Background: an optimization exercise with open tools, aiming at small area and a short achievable clock period. Do not read the settings as production practice.
RTL that was checked went through simulation tests only; none was proved equivalent to the original.
Power is estimated from default activity; no workload was simulated.

==> inputs of v32 <==
## apb_pwm
module	apb_pwm #(parameter DATA_WIDTH = 32,
                        ADDR_WIDTH = 8)(
	input   logic                   PCLK_i,
	input   logic                   PRST_ni,
	input   logic                   PWRITE_i,
	input   logic [ADDR_WIDTH -1:0] PADDR_i,
	input   logic [DATA_WIDTH -1:0] PWDATA_i,
	input   logic                   PSEL_i,PENABLE_i,
	output  logic [DATA_WIDTH -1:0] PRDATA_o,
	output  logic                   o_pwm_1,
	output  logic                   o_pwm_2,
	output  logic                   oe_pwm1,
	output  logic                   oe_pwm2,
	output  logic                   PSLVERR_o,PREADY_o
);
	wire       hit = (PADDR_i[7:5] == 3'd0) && (PADDR_i[1:0] == 2'd0);
	wire [2:0] idx = PADDR_i[4:2];
	wire       wr  = PSEL_i & PENABLE_i & PWRITE_i & hit;
	wire       rs  = PSEL_i & ~PENABLE_i & ~PWRITE_i & hit;
	wire [7:0] we = {8{wr}} & (8'd1 << idx);
	logic [2:0] ctrl_1, ctrl_2;
	always_ff @(posedge PCLK_i or negedge PRST_ni)
		if (!PRST_ni) begin
			ctrl_1 <= 3'd0;
			ctrl_2 <= 3'd0;
		end else begin
			if (we[0]) ctrl_1 <= PWDATA_i[2:0];
			if (we[4]) ctrl_2 <= PWDATA_i[2:0];
		end
	logic [31:0] div_1, per_1, dc_1, div_2, per_2, dc_2;
	logic [7:0]  v;    
	always_ff @(posedge PCLK_i)
		begin
			if (we[1]) div_1 <= PWDATA_i;
			if (we[2]) per_1 <= PWDATA_i;
			if (we[3]) dc_1  <= PWDATA_i;
			if (we[5]) div_2 <= PWDATA_i;
			if (we[6]) per_2 <= PWDATA_i;
			if (we[7]) dc_2  <= PWDATA_i;
		end
	always_ff @(posedge PCLK_i or negedge PRST_ni)
		if (!PRST_ni)
			v <= 8'd0;
		else
			v <= v | {we[7:5], 1'b0, we[3:1], 1'b0};
	logic [31:0] rdata_d;
	always_comb begin
		rdata_d = 32'd0;
		if (rs)
			case (idx)
				3'd0: rdata_d = {29'd0, ctrl_1};
				3'd1: rdata_d = v[1] ? div_1 : 32'd0;
  ...
==> module pwm_ch, before the edit <==
module pwm_ch (
	input  logic        clk_i,
	input  logic        rst_ni,
	input  logic [1:0]  ctrl_i,    
	input  logic [31:0] div_i,
	input  logic        div_v_i,
	input  logic [31:0] per_i,
	input  logic        per_v_i,
	input  logic [31:0] dc_i,
	input  logic        dc_v_i,
	output logic        pts_o,
	output logic        pts_d_o,   
	output logic        oe_o
);
	logic [31:0] c1;
	logic        ph;
	logic [31:0] pc;
	function automatic lt32;
		input [31:0] a;
		input [31:0] b;
		reg [31:0] l, e;
		integer i, s;
		begin
			l = ~a & b;
			e = ~(a ^ b);
			for (s = 1; s < 32; s = s * 2)
				for (i = 0; i < 32; i = i + 2 * s) begin
					l[i] = l[i + s] | (e[i + s] & l[i]);
					e[i] = e[i + s] & e[i];
				end
			lt32 = l[0];
		end
	endfunction
	function automatic [31:0] pre32;
		input [31:0] a;
		reg [31:0] p;
		integer i, s;
		begin
			p = {a[30:0], 1'b1};
			for (s = 1; s < 32; s = s * 2)
				for (i = 0; i < 32; i = i + 1)
					if ((i / s) % 2 == 1)
						p[i] = p[i] & p[(i / s) * s - 1];
			pre32 = p;
		end
	endfunction
	wire en    = ctrl_i[1];
	wire match = div_v_i ? (c1 == div_i) : (c1 == 32'd0);
	wire tick  = en & match & ~ph;
	wire wrap  = ~per_v_i | ~lt32(pc, per_i);
	wire below = dc_v_i & lt32(pc, dc_i);
	wire load  = tick & ctrl_i[0];
	wire [31:0] c1_inc = c1 ^ pre32(c1);
	wire [31:0] pc_inc = pc ^ pre32(pc);
	assign pts_d_o = load ? below : pts_o;
	always_ff @(posedge clk_i or negedge rst_ni)
		if (!rst_ni) begin
			c1    <= 32'd1;
			ph    <= 1'b0;
			pc    <= 32'd0;
			pts_o <= 1'b0;
			oe_o  <= 1'b0;
		end else begin
			if (en)
				c1 <= match ? 32'd1 : c1_inc;
			ph    <= ph ^ (en & match);
			if (load)
				pc <= wrap ? 32'd0 : pc_inc;
			pts_o <= pts_d_o;
			oe_o  <= oe_o | load;
		end
endmodule
==> module apb_pwm, before the edit <==
module	apb_pwm #(parameter DATA_WIDTH = 32,
                        ADDR_WIDTH = 8)(
	input   logic                   PCLK_i,
	input   logic                   PRST_ni,
	input   logic                   PWRITE_i,
	input   logic [ADDR_WIDTH -1:0] PADDR_i,
	input   logic [DATA_WIDTH -1:0] PWDATA_i,
	input   logic                   PSEL_i,PENABLE_i,
	output  logic [DATA_WIDTH -1:0] PRDATA_o,
	output  logic                   o_pwm_1,
	output  logic                   o_pwm_2,
	output  logic                   oe_pwm1,
	output  logic                   oe_pwm2,
	output  logic                   PSLVERR_o,PREADY_o
);
	wire       hit = (PADDR_i[7:5] == 3'd0) && (PADDR_i[1:0] == 2'd0);
	wire [2:0] idx = PADDR_i[4:2];
	wire       wr  = PSEL_i & PENABLE_i & PWRITE_i & hit;
	wire       rs  = PSEL_i & ~PENABLE_i & ~PWRITE_i & hit;
	wire [7:0] we = {8{wr}} & (8'd1 << idx);
	logic [2:0] ctrl_1, ctrl_2;
	always_ff @(posedge PCLK_i or negedge PRST_ni)
		if (!PRST_ni) begin
			ctrl_1 <= 3'd0;
			ctrl_2 <= 3'd0;
		end else begin
			if (we[0]) ctrl_1 <= PWDATA_i[2:0];
			if (we[4]) ctrl_2 <= PWDATA_i[2:0];
		end
	logic [31:0] div_1, per_1, dc_1, div_2, per_2, dc_2;
	logic [7:0]  v;    
	always_ff @(posedge PCLK_i)
		begin
			if (we[1]) div_1 <= PWDATA_i;
			if (we[2]) per_1 <= PWDATA_i;
			if (we[3]) dc_1  <= PWDATA_i;
			if (we[5]) div_2 <= PWDATA_i;
			if (we[6]) per_2 <= PWDATA_i;
			if (we[7]) dc_2  <= PWDATA_i;
		end
	always_ff @(posedge PCLK_i or negedge PRST_ni)
		if (!PRST_ni)
			v <= 8'd0;
		else
			v <= v | {we[7:5], 1'b0, we[3:1], 1'b0};
	logic [31:0] rdata_d;
	always_comb begin
		rdata_d = 32'd0;
		if (rs)
			case (idx)
				3'd0: rdata_d = {29'd0, ctrl_1};
				3'd1: rdata_d = v[1] ? div_1 : 32'd0;
				3'd2: rdata_d = v[2] ? per_1 : 32'd0;
				3'd3: rdata_d = v[3] ? dc_1  : 32'd0;
				3'd4: rdata_d = {29'd0, ctrl_2};
				3'd5: rdata_d = v[5] ? div_2 : 32'd0;
				3'd6: rdata_d = v[6] ? per_2 : 32'd0;
				3'd7: rdata_d = v[7] ? dc_2  : 32'd0;
			endcase
	end
	always_ff @(posedge PCLK_i or negedge PRST_ni)
		if (!PRST_ni)
			PRDATA_o <= 32'd0;
		else
			PRDATA_o <= rdata_d;
	logic pts_1, pts_2, pts_d_1, pts_d_2;
	pwm_ch ch1 (.clk_i(PCLK_i), .rst_ni(PRST_ni), .ctrl_i(ctrl_1[1:0]),
		.div_i(div_1), .div_v_i(v[1]), .per_i(per_1), .per_v_i(v[2]),
		.dc_i(dc_1), .dc_v_i(v[3]), .pts_o(pts_1), .pts_d_o(pts_d_1), .oe_o(oe_pwm1));
	pwm_ch ch2 (.clk_i(PCLK_i), .rst_ni(PRST_ni), .ctrl_i(ctrl_2[1:0]),
		.div_i(div_2), .div_v_i(v[5]), .per_i(per_2), .per_v_i(v[6]),
		.dc_i(dc_2), .dc_v_i(v[7]), .pts_o(pts_2), .pts_d_o(pts_d_2), .oe_o(oe_pwm2));
	wire gate_d_1 = we[0] ? PWDATA_i[2] : ctrl_1[2];
	wire gate_d_2 = we[4] ? PWDATA_i[2] : ctrl_2[2];
	always_ff @(posedge PCLK_i or negedge PRST_ni)
		if (!PRST_ni) begin
			o_pwm_1 <= 1'b0;
			o_pwm_2 <= 1'b0;
		end else begin
			o_pwm_1 <= gate_d_1 & pts_d_1;
			o_pwm_2 <= gate_d_2 & pts_d_2;
		end
	assign PSLVERR_o = 1'b0;
	assign PREADY_o  = 1'b1;
endmodule
clock: 5.0 ns
lec_check: 0
cap_margin: 20
core_margin: 2
core_utilization: 50
cts_buf_list: sky130_fd_sc_hd__clkbuf_16
cts_cluster_diameter: 80
cts_cluster_size: 24
setup_slack_margin: 2.6
slew_margin: 20
tns_end_percent: 5
standard.sh (not shown) runs the stock make flow with config.mk's settings and CLKGATE_MAP_FILE= SYNTH_SCRIPT=/design/flow/synth_recipe.tcl, a recipe that flattens the netlist after the stock synthesis.
==> flow/flow/run.sh <==
#!/bin/bash
# The standard layout (standard.sh) with these changes:
#  - synthesis keeps adders as plain logic for ABC (no adder-cell extraction)
#    and, when flow/abc.script exists, maps with that ABC script instead of
#    ORFS's; registers and their names are those of the standard synthesis
#  - ports get buf_1 buffers (or the cell named in flow/port_buf), sized
#    later by repair, instead of delay cells
# make's full output goes to standard.log; ORFS's own logs are in orfs/logs.
#  - the delay cells are added to the platform's don't-use list
set -euo pipefail
W=$PWD
PORT_BUF=sky130_fd_sc_hd__buf_1
if [[ -f flow/port_buf ]]; then PORT_BUF=$(cat flow/port_buf); fi
DONT_USE="sky130_fd_sc_hd__probe_p_8 sky130_fd_sc_hd__probec_p_8 sky130_fd_sc_hd__lpflow_bleeder_1 sky130_fd_sc_hd__lpflow_clkbufkapwr_1 sky130_fd_sc_hd__lpflow_clkbufkapwr_16 sky130_fd_sc_hd__lpflow_clkbufkapwr_2 sky130_fd_sc_hd__lpflow_clkbufkapwr_4 sky130_fd_sc_hd__lpflow_clkbufkapwr_8 sky130_fd_sc_hd__lpflow_clkinvkapwr_1 sky130_fd_sc_hd__lpflow_clkinvkapwr_16 sky130_fd_sc_hd__lpflow_clkinvkapwr_2 sky130_fd_sc_hd__lpflow_clkinvkapwr_4 sky130_fd_sc_hd__lpflow_clkinvkapwr_8 sky130_fd_sc_hd__lpflow_decapkapwr_12 sky130_fd_sc_hd__lpflow_decapkapwr_3 sky130_fd_sc_hd__lpflow_decapkapwr_4 sky130_fd_sc_hd__lpflow_decapkapwr_6 sky130_fd_sc_hd__lpflow_decapkapwr_8 sky130_fd_sc_hd__lpflow_inputiso0n_1 sky130_fd_sc_hd__lpflow_inputiso0p_1 sky130_fd_sc_hd__lpflow_inputiso1n_1 sky130_fd_sc_hd__lpflow_inputiso1p_1 sky130_fd_sc_hd__lpflow_inputisolatch_1 sky130_fd_sc_hd__lpflow_isobufsrc_1 sky130_fd_sc_hd__lpflow_isobufsrc_16 sky130_fd_sc_hd__lpflow_isobufsrc_2 sky130_fd_sc_hd__lpflow_isobufsrc_4 sky130_fd_sc_hd__lpflow_isobufsrc_8 sky130_fd_sc_hd__lpflow_isobufsrckapwr_16 sky130_fd_sc_hd__lpflow_lsbuf_lh_hl_isowell_tap_1 sky130_fd_sc_hd__lpflow_lsbuf_lh_hl_isowell_tap_2 sky130_fd_sc_hd__lpflow_lsbuf_lh_hl_isowell_tap_4 sky130_fd_sc_hd__lpflow_lsbuf_lh_isowell_4 sky130_fd_sc_hd__lpflow_lsbuf_lh_isowell_tap_1 sky130_fd_sc_hd__lpflow_lsbuf_lh_isowell_tap_2 sky130_fd_sc_hd__lpflow_lsbuf_lh_isowell_tap_4"
DELAY_CELLS="sky130_fd_sc_hd__clkdlybuf4s15_1 sky130_fd_sc_hd__clkdlybuf4s15_2 sky130_fd_sc_hd__clkdlybuf4s18_1 sky130_fd_sc_hd__clkdlybuf4s18_2 sky130_fd_sc_hd__clkdlybuf4s25_1 sky130_fd_sc_hd__clkdlybuf4s25_2 sky130_fd_sc_hd__clkdlybuf4s50_1 sky130_fd_sc_hd__clkdlybuf4s50_2 sky130_fd_sc_hd__dlygate4sd1_1 sky130_fd_sc_hd__dlygate4sd2_1 sky130_fd_sc_hd__dlygate4sd3_1 sky130_fd_sc_hd__dlymetal6s2s_1 sky130_fd_sc_hd__dlymetal6s4s_1 sky130_fd_sc_hd__dlymetal6s6s_1"
args=(ADDER_MAP_FILE= "BUFFER_PORTS_ARGS=-buffer_cell $PORT_BUF" "SYNTH_SCRIPT=$W/flow/my_synth.tcl")
if [[ -f flow/no_delay_cells ]]; then args+=("DONT_USE_CELLS=$DONT_USE $DELAY_CELLS"); fi
if [[ -f flow/abc.script ]]; then args+=("MY_ABC_SCRIPT=$W/flow/abc.script"); fi
if [[ -f flow/extra.vars ]]; then while read -r l; do [[ -n "$l" ]] && args+=("$l"); done < flow/extra.vars; fi
bash standard.sh "${args[@]}" finish > standard.log 2>&1
==> flow/flow/abc.script <==
strash
dch
map -D 1000
topo
stime -c
==> flow/flow/my_synth.tcl <==
proc synth {args} { yosys synth -nofsm -noshare {*}$args }
proc abc {args} {
  set i [lsearch -exact $args -script]
  if {$i >= 0 && [info exists ::env(MY_ABC_SCRIPT)] && $::env(MY_ABC_SCRIPT) ne ""} {
    lset args [expr {$i + 1}] $::env(MY_ABC_SCRIPT)
  }
  yosys abc {*}$args
}
source $::env(SCRIPTS_DIR)/synth.tcl
# left out here: clear keep_hierarchy, flatten, clean up, hide names made inside functions, write 1_2_yosys.v
==> v12 (differences from v32) <==
--- a/flow/design.v
+++ b/flow/design.v
@@ -10,5 +10,4 @@
 	input  logic        dc_v_i,
 	output logic        pts_o,
-	output logic        pts_d_o,   
 	output logic        oe_o
 );
@@ -16,57 +15,28 @@
 	logic        ph;
 	logic [31:0] pc;
-	function automatic lt32;
-		input [31:0] a;
-		input [31:0] b;
-		reg [31:0] l, e;
-		integer i, s;
-		begin
-			l = ~a & b;
-			e = ~(a ^ b);
-			for (s = 1; s < 32; s = s * 2)
-				for (i = 0; i < 32; i = i + 2 * s) begin
-					l[i] = l[i + s] | (e[i + s] & l[i]);
-					e[i] = e[i + s] & e[i];
-				end
-			lt32 = l[0];
-		end
-	endfunction
-	function automatic [31:0] pre32;
-		input [31:0] a;
-		reg [31:0] p;
-		integer i, s;
-		begin
-			p = {a[30:0], 1'b1};
-			for (s = 1; s < 32; s = s * 2)
-				for (i = 0; i < 32; i = i + 1)
-					if ((i / s) % 2 == 1)
-						p[i] = p[i] & p[(i / s) * s - 1];
-			pre32 = p;
-		end
-	endfunction
-	wire en    = ctrl_i[1];
 	wire match = div_v_i ? (c1 == div_i) : (c1 == 32'd0);
-	wire tick  = en & match & ~ph;
-	wire wrap  = ~per_v_i | ~lt32(pc, per_i);
-	wire below = dc_v_i & lt32(pc, dc_i);
-	wire load  = tick & ctrl_i[0];
-	wire [31:0] c1_inc = c1 ^ pre32(c1);
-	wire [31:0] pc_inc = pc ^ pre32(pc);
-	assign pts_d_o = load ? below : pts_o;
+	wire tick  = ctrl_i[1] & match & ~ph;
+	wire wrap  = ~per_v_i | (pc >= per_i);
+	wire below = dc_v_i & (pc < dc_i);
 	always_ff @(posedge clk_i or negedge rst_ni)
 		if (!rst_ni) begin
-			c1    <= 32'd1;
-			ph    <= 1'b0;
+			c1 <= 32'd1;
+			ph <= 1'b0;
+		end else if (ctrl_i[1]) begin
+			if (match) begin
+				c1 <= 32'd1;
+				ph <= ~ph;
+			end else
+				c1 <= c1 + 32'd1;
+		end
+	always_ff @(posedge clk_i or negedge rst_ni)
+		if (!rst_ni) begin
 			pc    <= 32'd0;
 			pts_o <= 1'b0;
 			oe_o  <= 1'b0;
-		end else begin
-			if (en)
-				c1 <= match ? 32'd1 : c1_inc;
-			ph    <= ph ^ (en & match);
-			if (load)
-				pc <= wrap ? 32'd0 : pc_inc;
-			pts_o <= pts_d_o;
-			oe_o  <= oe_o | load;
+		end else if (tick & ctrl_i[0]) begin
+			oe_o  <= 1'b1;
+			pc    <= wrap ? 32'd0 : pc + 32'd1;
+			pts_o <= below;
 		end
 endmodule
@@ -90,5 +60,9 @@
 	wire       wr  = PSEL_i & PENABLE_i & PWRITE_i & hit;
 	wire       rs  = PSEL_i & ~PENABLE_i & ~PWRITE_i & hit;
-	wire [7:0] we = {8{wr}} & (8'd1 << idx);
+	logic [7:0] we;
+	always_comb begin
+		we = 8'd0;
+		we[idx] = wr;
+	end
 	logic [2:0] ctrl_1, ctrl_2;
 	always_ff @(posedge PCLK_i or negedge PRST_ni)
@@ -136,21 +110,13 @@
 		else
 			PRDATA_o <= rdata_d;
-	logic pts_1, pts_2, pts_d_1, pts_d_2;
+	logic pts_1, pts_2;
 	pwm_ch ch1 (.clk_i(PCLK_i), .rst_ni(PRST_ni), .ctrl_i(ctrl_1[1:0]),
 		.div_i(div_1), .div_v_i(v[1]), .per_i(per_1), .per_v_i(v[2]),
-		.dc_i(dc_1), .dc_v_i(v[3]), .pts_o(pts_1), .pts_d_o(pts_d_1), .oe_o(oe_pwm1));
+		.dc_i(dc_1), .dc_v_i(v[3]), .pts_o(pts_1), .oe_o(oe_pwm1));
 	pwm_ch ch2 (.clk_i(PCLK_i), .rst_ni(PRST_ni), .ctrl_i(ctrl_2[1:0]),
 		.div_i(div_2), .div_v_i(v[5]), .per_i(per_2), .per_v_i(v[6]),
-		.dc_i(dc_2), .dc_v_i(v[7]), .pts_o(pts_2), .pts_d_o(pts_d_2), .oe_o(oe_pwm2));
-	wire gate_d_1 = we[0] ? PWDATA_i[2] : ctrl_1[2];
-	wire gate_d_2 = we[4] ? PWDATA_i[2] : ctrl_2[2];
-	always_ff @(posedge PCLK_i or negedge PRST_ni)
-		if (!PRST_ni) begin
-			o_pwm_1 <= 1'b0;
-			o_pwm_2 <= 1'b0;
-		end else begin
-			o_pwm_1 <= gate_d_1 & pts_d_1;
-			o_pwm_2 <= gate_d_2 & pts_d_2;
-		end
+		.dc_i(dc_2), .dc_v_i(v[7]), .pts_o(pts_2), .oe_o(oe_pwm2));
+	assign o_pwm_1   = ctrl_1[2] & pts_1;
+	assign o_pwm_2   = ctrl_2[2] & pts_2;
 	assign PSLVERR_o = 1'b0;
 	assign PREADY_o  = 1'b1;
==> flow/run.sh (new file) <==
#!/bin/bash
# synth_recipe.tcl (not shown) runs the flow's synth.tcl, then flattens the netlist and writes it again
# the make line also repeats each setting of config.mk as NAME=value (left out here)
make -C /OpenROAD-flow-scripts/flow DESIGN_CONFIG=/design/flow/config.mk WORK_HOME=/design/flow/orfs CLKGATE_MAP_FILE= SYNTH_SCRIPT=/design/flow/synth_recipe.tcl finish
CORE_UTILIZATION = 30   (was 50)
CTS_BUF_LIST = not set   (was sky130_fd_sc_hd__clkbuf_16)
CTS_CLUSTER_DIAMETER = not set   (was 80)
CTS_CLUSTER_SIZE = not set   (was 24)
SETUP_SLACK_MARGIN = not set   (was 2.6)
TNS_END_PERCENT = not set   (was 5)
removed: flow/flow/run.sh
removed: flow/flow/abc.script
removed: flow/flow/my_synth.tcl
removed: flow/standard.sh
==> run summary <==
- Share of flip-flops with an asynchronous set or reset after synthesis: 48.4%
- Layout-stage area growth over the synthesis result: 11.6%
- Outcome: no timing/DRC/antenna violations
- Clk pwr: 2.05 mW
- Routed met2 length: 29300 um
- Core utilization of the finished layout: 56.8%
- Maximum number of pins on one net before global-route repair: 68
- Sequential area share after synthesis: 54.8%
- CP endpoint: PRDATA_o[24]
# the run above: v32

==> run summary <==
- Outcome: no timing/DRC/antenna violations
- Most crowded layer after global routing: met2
- Clk pwr: 3.05 mW
- Internal Dissipation: 5.09 mW
- CP endpoint: dc_2[22]
- Number of buffers inserted to repair setup after CTS: 0
- Share of flip-flops with an asynchronous set or reset after synthesis: 48.1%
- Layout-stage area growth over the synthesis result: 16.1%
- Maximum number of pins on one net before global-route repair: 110
- Sequential area share after synthesis: 52.6%
- Number of antenna violations at the first check in global routing: 2
- Core utilization of the finished layout: 35.2%
- Share of synthesized cell area in full adder, half adder and majority cells: 8.81%
- Peak VDD IR: 0.206 mV
# the run above: v12

Only the layout flow was run in v12; the RTL was not checked for function there.

-- port drivers added, routing unchanged --
How much do the figures lean on ideal ports? The routed layouts below were timed once more, with nothing changed but the port constraints. Step 1 sets driving cells, clkbuf_16 on the clock port and buf_2 on the other inputs (assumed; they add their load-dependent delay and slew). Step 2 times the ports against the registers' clock, not the clock port: input delays grow and output delays shrink by t, the midpoint of the rising clock arrivals with the driver on. Three values: ideal ports, drivers, drivers and shift; two values: the first two.
run | t (ns) | setup WS [ns] | pins driven straight from the clock port
v32 | 0.623 | 2.591 / 2.611 / 1.989 | 1
v12 | 0.617 | 1.505 / 1.540 / 0.923 | 1
After both steps every run listed still meets setup and hold. The setup slack of v32, which loses most, moves by +0.020 ns with the drivers and by -0.602 ns with both steps.
